Source: an optimization exercise on an open RTL-to-GDS flow (aim: small area). Production flows keep margins and buffers that such runs may drop. Function was checked by simulation only, so behaviour that the tests miss may differ from the original. No activity file was given, so power comes from the tool's default toggle rates.

[flow/flow/run.sh]
#!/bin/bash
# The standard layout (standard.sh, standard synthesis unchanged), with two changes:
# clock tree synthesis adds no dummy loads, and the port buffers are buf_1 cells.
# make's output goes to standard.log; each step's full log stays under orfs/logs.
set -euo pipefail
export CTS_ARGS="-sink_clustering_enable -repair_clock_nets -dont_use_dummy_load"
export BUFFER_PORTS_ARGS="-buffer_cell sky130_fd_sc_hd__buf_1"
bash standard.sh > standard.log 2>&1
[flow/constraint.sdc]
create_clock -name core_clock -period 8.0 [get_ports {clk}]
set_input_delay 1.6000 -clock core_clock [delete_from_list [all_inputs] [get_ports {clk}]]
set_output_delay 1.6000 -clock core_clock [all_outputs]
set_load 0.01 [all_outputs]
[flow/config.mk]
export PLATFORM = sky130hd
export DESIGN_NAME = mtm_Alu
export DESIGN_NICKNAME = mtm_Alu
export VERILOG_FILES = /design/flow/design.v
export SDC_FILE = /design/flow/constraint.sdc
export NUM_CORES = 4
export LEC_CHECK = 0
export ABC_AREA = 1
export CAP_MARGIN = 20
export CORE_MARGIN = 2
export CORE_UTILIZATION = 40
export SLEW_MARGIN = 20
[flow/standard.sh]
#!/bin/bash
# synth_recipe.tcl (not shown) runs the flow's synth.tcl, then flattens the netlist and writes it again
# the make line also repeats each setting of config.mk as NAME=value (left out here)
make -C /OpenROAD-flow-scripts/flow DESIGN_CONFIG=/design/flow/config.mk WORK_HOME=/design/flow/orfs CLKGATE_MAP_FILE= SYNTH_SCRIPT=/design/flow/synth_recipe.tcl "${@:-finish}"
[flow/design.v]
`timescale 1ns/1ps
module mtm_Alu (
    input  wire clk,    
    input  wire rst_n,  
    input  wire sin,    
    output wire sout    
);
localparam [1:0] RX = 2'd0, CP = 2'd1, TX = 2'd2;
reg  [1:0]  ph;
reg  [3:0]  bc;
reg  [3:0]  fc;
reg  [64:0] q;       
reg         p;       
reg         ls, rs;  
reg         up;      
reg         sd;      
reg         dly;     
reg         t;       
reg  [3:0]  crc;     
reg         op2, op0;
reg         cf;      
reg         ov, z;
wire rx = (ph == RX);
wire cp = (ph == CP);
wire tx = !rx && !cp;
wire pay   = !bc[3];                 
wire b7    = (bc == 4'd7);
wire b8    = (bc == 4'd8);
wire full  = !fc[3] && fc[2] && fc[1];  
wire tend  = tx && b8 && fc[2] && fc[0];
wire a   = q[0] ^ p;
wire b   = q[32] ^ p;
wire c   = op2 ? (a ^ b ^ cf) : (op0 ? (a | b) : (a & b));
wire cfn = op2 & (((a ^ op0) & b) | (((a ^ op0) | b) & cf));
wire step = cp && rs && !up;    
reg  tbit;
always @* begin
    case ({fc[3], fc[1]})
        2'b10:   tbit = (bc[2:0] == 3'd0) ? 1'b0 : (bc[2:0] == 3'd4) ? (q[63] ^ p) :
                        bc[2] ? crc[2] : cf;    
        2'b00:   tbit = 8'b10010011 >> bc[2:0];    
        2'b01:   tbit = 8'b11001001 >> bc[2:0];    
        default: tbit = 8'b10100101 >> bc[2:0];    
    endcase
    if (!fc[2]) tbit = q[31] ^ p;
end
wire cd  = tx ? tbit : (sin | (t && bc == 4'd0));
wire cfb = cd ^ (tx ? crc[2] : crc[3]);
wire crc_ok = (crc[2:0] == 3'd0) && !cfb;
wire push = rx && !t && (pay || (b8 && dly));
wire txsh = tx && pay && !fc[2];
wire up_n = ls && !push && !txsh;
reg  [1:0] ph_n;
reg  [3:0] bc_n, fc_n;
always @* begin
    ph_n = ph;
    fc_n = fc;
    if (rx && b8)
        bc_n = sin ? bc : 4'd15;
    else if (tend || (cp && !step))
        bc_n = bc;
    else
        bc_n = bc + 4'd1;
    if (b7 && (tx || step || (rx && !t && !full)))
        fc_n = fc + 4'd1;
    if (rx && b7) begin
        if (!t && !full) begin
        end else if (t && full && !dly && crc_ok) begin
            ph_n = CP;
        end else begin
            ph_n = TX;
            if (!full) fc_n = 4'd4;
            else if (t && !dly) fc_n = 4'd14;
            else if (!t) fc_n = 4'd4;
        end
    end
    if (step && b7 && fc[0])
        ph_n = TX;
    if (tend) begin
        ph_n = RX;
        fc_n = 4'd14;
    end
    if (!rst_n) begin
        ph_n = RX;
        bc_n = 4'd8;
        fc_n = 4'd14;
    end
end
wire cp_n   = cp && !(step && b7 && fc[0]);
wire push_n = rx && !t && ((!bc[3] && !b7) || (b7 && dly && !full));
wire txsh_n = tx && !fc[2] && ((!bc[3] && !b7) || (bc == 4'd15));
wire ls_n   = push_n || txsh_n || (!cp_n && !up_n);
wire lo  = (dly ? sd : sin) ^ p;
wire hi  = 1'b0;
wire mid = step ? (c ^ p) : q[32];
integer i;
always @(posedge clk) begin
    sd  <= sin;
    p   <= !p;
    ls  <= ls_n;
    rs  <= !ls_n;
    ph  <= ph_n;
    bc  <= bc_n;
    fc  <= fc_n;
    up  <= up_n;
    q[0]  <= !((lo | rs) & (q[1] | ls));
    for (i = 1; i < 64; i = i + 1)
        if (i != 31) q[i] <= !((q[i-1] | rs) & (q[i+1] | ls));
    q[31] <= !((q[30] | rs) & (mid | ls));
    q[64] <= !((q[63] | rs) & (hi | ls));
    if (!cp && pay) crc <= {crc[2:0], 1'b0} ^ {2'b00, cfb, cfb};
    if (tend) crc <= 4'd0;
    if (rx) begin
        if (bc == 4'd15) t <= sin;
        if (b8) dly <= 1'b0;
        if (!t && bc == 4'd0) dly <= up;
        if (t && bc == 4'd2) dly <= sin;
        if (t && bc == 4'd1) op2 <= sin;
        if (t && bc == 4'd3) op0 <= sin;
        cf <= 1'b0;
        z  <= 1'b1;
    end
    if (tx && fc[3] && fc[2] && !fc[1] && pay && bc[2:0] != 3'd0) begin
        cf <= ov;
        ov <= z;
    end
    if (step) begin
        cf <= cfn;
        ov <= cf ^ cfn;
        z  <= z & !c;
    end
    if (!rst_n) begin
        p   <= 1'b0;
        ls  <= 1'b1;
        rs  <= 1'b0;
        up  <= 1'b0;
        crc <= 4'd0;
    end
end
assign sout = !tx || !((bc == 4'd14) || ((bc == 4'd15) && !fc[2]) || (pay && !tbit));
endmodule
==> run notes <==
sequential cells by signal, indices dropped and copies added (netlist names):
register and count:
op0 1, q 65, dly 1, z 1, sd 1, op2 1, ov 1, cf 1
up 1, ph 2, bc 4, fc 4, p 1, crc 4, ls 1, rs 1
t 1
metrics by stage:
| step | utilization [%] | power (mW) | worst slack, ns | instances | hold slack (ns) |
|---|---|---|---|---|---|
| floorplan | - | 1.12 | 5.05 | 404 | 0.388 |
| global placement | 41.6 | 1.20 | 4.90 | 497 | 0.399 |
| global route | 43.1 | 1.55 | 4.34 | 506 | 0.439 |
| finish | 43.1 | 1.44 | 4.50 | 506 | 0.412 |
| detailed placement | 41.6 | 1.22 | 4.86 | 497 | 0.401 |
| CTS | 43.0 | 1.46 | 4.48 | 506 | 0.415 |
Yosys cell counts, types with 2 or more instances:
| master | number |
|---|---|
| nor4_2 | 2 |
| clkbuf_1 | 14 |
| nand4_1 | 5 |
| a21oi_1 | 12 |
| nand3_1 | 16 |
| xnor2_1 | 2 |
| buf_6 | 2 |
| xor2_1 | 6 |
| nor3_1 | 6 |
| or2_2 | 3 |
| buf_2 | 2 |
| inv_2 | 4 |
| ha_1 | 7 |
| dfxtp_1 | 84 |
| nor2_4 | 2 |
| o21ai_0 | 17 |
| nor2_2 | 3 |
| o211ai_1 | 3 |
| edfxtp_1 | 7 |
| nand2_1 | 52 |
| inv_1 | 40 |
| nand2_2 | 6 |
| o22ai_1 | 63 |
| nor2_1 | 35 |
per-layer routing:
metal	track usage, %	up-vias	routed length (um)
met3	3.51	10	197
met5	0	-	0
met2	23.1	34	3040
li1	-	1376	-
met4	6.11	0	152
met1	18.4	1221	3260
final cells by class:
| cell class | instances | share of cell area [%] |
|---|---|---|
| flip-flops and latches | 91 | 50.8 |
| multi-input cells | 249 | 37.1 |
| inverters | 46 | 4.82 |
| well taps | 108 | 3.61 |
| clock buffers | 9 | 3.31 |
| repair buffers | 3 | 0.301 |
cells in the final DEF (no fill, tap or decap):
cell type	netlist	routed
nand2_1	52	52
nor2_1	35	35
a21oi_1	12	12
inv_4	1	1
o21ai_1	1	1
o31ai_1	1	1
nor4_2	2	2
inv_2	4	4
xor2_1	6	6
or2_2	3	3
o21ai_2	1	1
xnor2_1	2	2
clkbuf_8	0	9
nand3_4	1	1
nor2_2	3	3
inv_1	40	40
o311ai_1	1	1
edfxtp_1	7	7
nor2_4	2	2
clkinv_4	1	1
buf_1	0	3
nand4_1	5	5
ha_1	7	7
o2bb2ai_1	1	1
o21ai_0	17	17
nand2_2	6	6
a31oi_1	1	1
dfxtp_1	84	82
nand3b_1	1	1
o22ai_1	63	63
nand3_1	16	16
dfxtp_4	0	2
o211ai_1	3	3
a32oi_1	1	1
nor3_1	6	6
critical path, stage by stage (launching register included):
cell and delay, ns:
dfxtp_1 0.40, inv_1 0.13, ha_1 0.29, nand2_2 0.11, nand2_1 0.07, nor2_1 0.09
a21oi_1 0.07, nand2_1 0.06, nand2_1 0.07, a21oi_1 0.13, buf_1 0.16
where the power goes:
group,internal [mW],switching [mW]
Sequential,0.668,0.186
Clock,0.101,0.136
Combinational,0.178,0.174
Total,0.947,0.495
final timing paths:
check,startpoint,end,slack (ns),cells past startpoint
min reg2reg,q[64],q[63],0.41,1
max reg2reg,p,q[31],5.79,8
max,bc[0],sout,4.50,10
min,q[64],q[63],0.41,1
cell families (layout without fill, tap and decap cells):
logic type / after synthesis / count (layout) / synth area share, %
flip-flops: 91 / 91 / 53.4
AO/OA/AOI/OAI: 102 / 102 / 17.4
adder cells (fa/ha/maj): 7 / 7 / 2.47
XOR/XNOR: 8 / 8 / 1.98
AND/OR/NAND/NOR: 132 / 132 / 17.4
buffers and inverters: 64 / 58 / 7.48
==> flow_metrics.py <==
metrics = {
    "status": {
        "outcome": "no timing/DRC/antenna violations",
    },
    "global_routing": {
        "grt_max_degree": 67,
        "grt_pass1_wl_um": 11300,
        "grt_pass1_vias": 2507,
        "grt_overflow_total": 0,
        "track_usage_pct": 14.3,
        "antenna_found_initial": 0,
    },
    "synth": {
        "ys_ff_latch": 91,
        "synth-edff-count": 7,
        "synth.distinct_cells": 35,
        "seq_area_frac_synth_pct": 53.4,
        "yosys-top-cells-area": "dfxtp_1 47%, o22ai_1 11%, edfxtp_1 5.9%",
        "ys_warn_count": 1,
        "synth_top_cell_by_area": "dfxtp_1",
        "synth_area_um2": 3550,
        "synth_ff_type": "dfxtp_1",
        "avgSynthCellArea_um2": 8.78,
        "synth.top_cell.area_share_pct": 47.4,
        "async_reset_ff_share_pct": 0,
        "synth_cells": 404,
        "syn_nets": 414,
    },
    "route": {
        "via_per_inst": 5.22,
        "wl_um": 6660,
        "drt_iter0_drc": 97,
        "drc": 0,
        "ant_nets": 0,
        "drtPass1Iterations": 4,
        "vias": 2641,
        "post_drt_wl_per_cell_um": 13.2,
    },
    "placement": {
        "gp_congestion": 0.925,
        "dp_hpwl_um": 4700,
        "portBuffers": 3,
        "dpl_cell_area_um2": 3610,
    },
    "sta": {
        "fin_skew_ns": 0.0314,
        "fin_tns_setup_ns": 0,
        "rsz0062_at_grt": "no",
        "setup_viol": 0,
        "slew_headroom_pct": 57.5,
        "fmax_ghz": 0.286,
        "finalHoldViolCount": 0,
        "tightest_slew_ns": 0.637,
        "maxSlewViolCount": 0,
        "period_minus_slack_ns": 3.50,
        "period_share_pct": 43.7,
    },
    "cts": {
        "cts_tree": "yes",
        "insertion_delay_ns": 0.35,
        "hold_buffers": 0,
        "post-cts-setup-buffers": 0,
        "cts.repair.resized": 0,
        "cts_sinks": 91,
        "htreeDepth": 3,
        "max-clock-path-buffers": 2,
        "clkSlewWorstSetupHoldPaths_ns": 0.07,
        "cts_buffers": 9,
        "cts-root-buf": "clkbuf_8",
    },
    "die": {
        "die_y_um": 98.2,
        "num_rows": 34,
        "dieArea_um2": 9630,
        "ios": 4,
        "fp.dieW_um": 98.2,
        "initial_utilization_pct": 40.9,
        "core_area_um2": 8680,
    },
    "run": {
        "maxCapViolCount": 0,
    },
    "final_layout": {
        "fillCellCount": 884,
        "layout-drive-gt1-share_pct": 8.79,
        "syn_to_final_growth_pct": 5.43,
        "final_area_um2": 3740,
        "regArea_um2": 1900,
        "nNetsFinal": 410,
        "diodes": 0,
        "multiInputGateArea_um2": 1390,
    },
    "power_and_ir_drop": {
        "ir_worst_vdd_mv": 0.112,
        "static-leakage-power_nw": 1.48,
        "power_density_nw_per_um2": 386,
    },
    "setup_path": {
        "worstPathArrival_ns": 1.90,
        "path_max_fanout": 6,
        "worst_setup_path_end_kind": "primary output",
        "critPathLaunchType": "register",
        "worstPathRequired_ns": 6.40,
        "criticalPathCategory": "reg2out",
    },
    "worst_hold_path": {
        "hp-class": "reg2reg",
    },
}

what the ideal ports hide:
How much do the figures lean on ideal ports? The routed layout below was timed once more, with nothing changed but the port constraints. Step 1, drivers: a clkbuf_16 drives clk and a buf_2 each remaining input, both assumed. Step 2 also shifts input and output timing later by t, the mid clock arrival at the registers, as if the neighbouring blocks saw the same clock. Slacks: no drivers / after step 1 / after step 2; pairs: no drivers / after step 1.
t (ns): 0.368
slack for setup (ns): 4.501 / 4.471 / 4.839
pins driven straight from the clock port: 1
After both steps setup and hold are still met in this run. For this run, drivers alone change the setup slack by -0.030 ns; drivers and shift together by +0.338 ns.
